This design comes from an exercise in tuning for small area on the open sky130 flow, not from production work.
The RTL was checked by simulation tests, not by an equivalence proof against the original design.
Power is estimated from default activity; no workload was simulated. No driver is modelled on the clock port, so clocking that relies on it looks cheaper here than on a real chip.

== delta ==
## RISC
module RISC(
	input clk,
	input rst,
	output [31:0] imem_addr,
	input  [31:0] imem_rdata,
	output        dmem_we,
	output [31:0] dmem_addr,
	output [31:0] dmem_wdata,
	input  [31:0] dmem_rdata
	);
	localparam [6:0] OP_ADD = 7'b0000010, OP_SUB = 7'b0000101, OP_SLT = 7'b1100101,
	                 OP_AND = 7'b0010000, OP_OR  = 7'b0001010, OP_XOR = 7'b0001100,
	                 OP_ST  = 7'b0000001, OP_LD  = 7'b0100001, OP_ADI = 7'b0100010,
	                 OP_SBI = 7'b0100101, OP_NOT = 7'b0101110, OP_ANI = 7'b0101000,
	                 OP_ORI = 7'b0101010, OP_XRI = 7'b0101100, OP_AIU = 7'b1100010,
	                 OP_SIU = 7'b1000101, OP_MOV = 7'b1000000, OP_LSL = 7'b0110000,
	                 OP_LSR = 7'b0110001, OP_JMR = 7'b1100001, OP_BZ  = 7'b0100000,
	                 OP_BNZ = 7'b1100000, OP_JMP = 7'b0000111;
	reg  [31:0] PC_IF;
	wire [31:0] PC_inc = PC_IF + 32'd1;
	wire [6:0]  op_IF = imem_rdata[31:25];
	wire        br_IF = (op_IF == OP_BZ) | (op_IF == OP_BNZ) | (op_IF == OP_JMP);
	assign imem_addr = PC_IF;
	wire [8:0] lo_c;
	wire [7:0] lo;
	assign lo_c[0] = 1'b0;
	genvar gi;
	generate for (gi = 0; gi < 8; gi = gi + 1) begin : tlo
		assign lo[gi] = PC_inc[gi] ^ imem_rdata[gi] ^ lo_c[gi];
		assign lo_c[gi+1] = (PC_inc[gi] & imem_rdata[gi]) | (lo_c[gi] & (PC_inc[gi] ^ imem_rdata[gi]));
	end endgenerate
	wire [39:0] X_IF;
	assign X_IF[39:20] = PC_inc[31:12];
	assign X_IF[19:15] = br_IF ? {PC_inc[11:8], lo_c[8]} : imem_rdata[24:20];
	assign X_IF[14:8]  = imem_rdata[14:8];
	assign X_IF[7:0]   = br_IF ? lo : imem_rdata[7:0];
	reg [6:0]  op_DOF, op_EX;
	reg [4:0]  SA_DOF, SA_EX;
	reg [39:0] X_DOF;
	reg [31:0] X_EX;
  ...
Size in the first run: about 3400 cells after synthesis, about 1200 flip-flops, about 50000 sq um of cells after synthesis.
export LEC_CHECK = 0
export CAP_MARGIN = 0
export CORE_MARGIN = 2
export CORE_UTILIZATION = 55
export PLACE_DENSITY = 0.7
export SLEW_MARGIN = 0
export SYNTH_HIERARCHICAL = 1
create_clock -name core_clock -period 7.5 [get_ports {clk}]
standard.sh (not shown) runs the stock make flow with config.mk's settings and CLKGATE_MAP_FILE= SYNTH_SCRIPT=/design/flow/synth_recipe.tcl, a recipe that flattens the netlist after the stock synthesis.
==> flow/flow/run.sh <==
#!/bin/bash
set -o pipefail
cp standard.sh standard_sh.txt
export BUFFER_PORTS_ARGS="-buffer_cell sky130_fd_sc_hd__buf_1"
export CTS_ARGS="-sink_clustering_enable -repair_clock_nets -dont_use_dummy_load -buf_list {sky130_fd_sc_hd__clkbuf_8 sky130_fd_sc_hd__clkbuf_16} -sink_clustering_size 20 -sink_clustering_max_diameter 100"
bash standard.sh finish > standard.log 2>&1
delta was carried through to the last stage, and its layout satisfied the timing, design-rule and antenna checks.
### delta -> beta
- swapping 0 for 20 in CAP_MARGIN
- swapping 0 for 20 in SLEW_MARGIN
- putting CTS_BUF_LIST at sky130_fd_sc_hd__clkbuf_4 sky130_fd_sc_hd__clkbuf_8 where nothing was set
- swapping 55 for 45 in CORE_UTILIZATION
- swapping 0.7 for 0.6 in PLACE_DENSITY
==> flow/run.sh (new file) <==
#!/bin/bash
# synth_recipe.tcl (not shown) runs the flow's synth.tcl, then flattens the netlist and writes it again
# the make line also repeats each setting of config.mk as NAME=value (left out here)
make -C /OpenROAD-flow-scripts/flow DESIGN_CONFIG=/design/flow/config.mk WORK_HOME=/design/flow/orfs CLKGATE_MAP_FILE= SYNTH_SCRIPT=/design/flow/synth_recipe.tcl finish
removed: flow/flow/run.sh
removed: flow/standard.sh
## What came out
Changes observed in beta relative to delta: overall fraction of global-route tracks in use has decreased, clock latency at the later pin of the worst-skew pair saw an increase, final hold slack fell 9.5 ps. Setup WNS delta -> beta: better. Die area in beta is 21000 sq um above delta. Final-layout fill cell count in beta is 2313 higher than in delta. The mean routed wirelength per cell in beta sits about 7% below the value recorded for delta. Compare beta and delta | CTS buffer count lower: delta. Against delta, cell area after layout in beta came out worse. Core util | beta vs delta | beta lower. Worst-case clock skew: beta and delta compared, lower one is beta.

---

## job 8054
Starting RTL as in the previous note.
export LEC_CHECK = 0
export CAP_MARGIN = 20
export CORE_MARGIN = 2
export CORE_UTILIZATION = 45
export PLACE_DENSITY = 0.6
export SLEW_MARGIN = 20
export SYNTH_HIERARCHICAL = 1
create_clock -name core_clock -period 7.5 [get_ports {clk}]
==> flow/flow/run.sh <==
#!/bin/bash
set -o pipefail
cp standard.sh standard_sh.txt
export BUFFER_PORTS_ARGS="-buffer_cell sky130_fd_sc_hd__buf_1"
export CTS_ARGS="-sink_clustering_enable -repair_clock_nets -dont_use_dummy_load -buf_list {sky130_fd_sc_hd__clkbuf_8 sky130_fd_sc_hd__clkbuf_16} -sink_clustering_size 30 -sink_clustering_max_diameter 120"
bash standard.sh finish > standard.log 2>&1
> inputs changed (job 8054 -> job 4422)
==> flow/flow/run.sh <==
#!/bin/bash
set -o pipefail
cp standard.sh standard_sh.txt
export BUFFER_PORTS_ARGS="-buffer_cell sky130_fd_sc_hd__buf_1"
export CTS_ARGS="-sink_clustering_enable -repair_clock_nets -dont_use_dummy_load -buf_list {sky130_fd_sc_hd__clkbuf_8 sky130_fd_sc_hd__clkbuf_16} -sink_clustering_size 20 -sink_clustering_max_diameter 100"
bash standard.sh finish > standard.log 2>&1
Results
Cmp job 4422 vs job 8054: clock network power share higher in job 4422
Job 4422 vs. job 8054: reg2reg setup slack went down by 0.04 ns.
Summary of job 4422 over job 8054: number of antenna repair diodes up 1; final worst-path setup slack down 0.043 ns.

separate check: timing with driven ports:
The flow's constraints put no driver on any port. The routed layouts listed below were extracted and timed again, unchanged, in two steps. Step 1 (the two cells are an assumption about what drives the block):
set clk [get_ports {clk}]
set_driving_cell -lib_cell sky130_fd_sc_hd__clkbuf_16 $clk
set_driving_cell -lib_cell sky130_fd_sc_hd__buf_2 [delete_from_list [all_inputs] $clk]
Step 2 moves the port delays by t, midway between the first and last clock arrival at a register: inputs arrive t later, outputs are due t later. That takes back most of the time a late clock gives input paths. a / b / c = ideal ports / drivers / drivers and shift; a / b = the first two.
| run | t, ns | setup slack, ns | worst setup path at the end | worst register clock-pin slew, ns | cell pins on the clock port's net |
|---|---|---|---|---|---|
| delta | 0.702 | 0.227 / 0.227 / 0.227 | register to register | 0.09 / 0.09 | 1 |
| beta | 0.970 | 0.441 / 0.441 / 0.441 | register to register | 0.08 / 0.08 | 1 |
| job 8054 | 0.732 | 0.440 / 0.440 / 0.440 | register to register | 0.12 / 0.12 | 1 |
| job 4422 | 0.707 | 0.397 / 0.397 / 0.397 | register to register | 0.10 / 0.10 | 1 |
After both steps setup and hold are still met in every run listed.
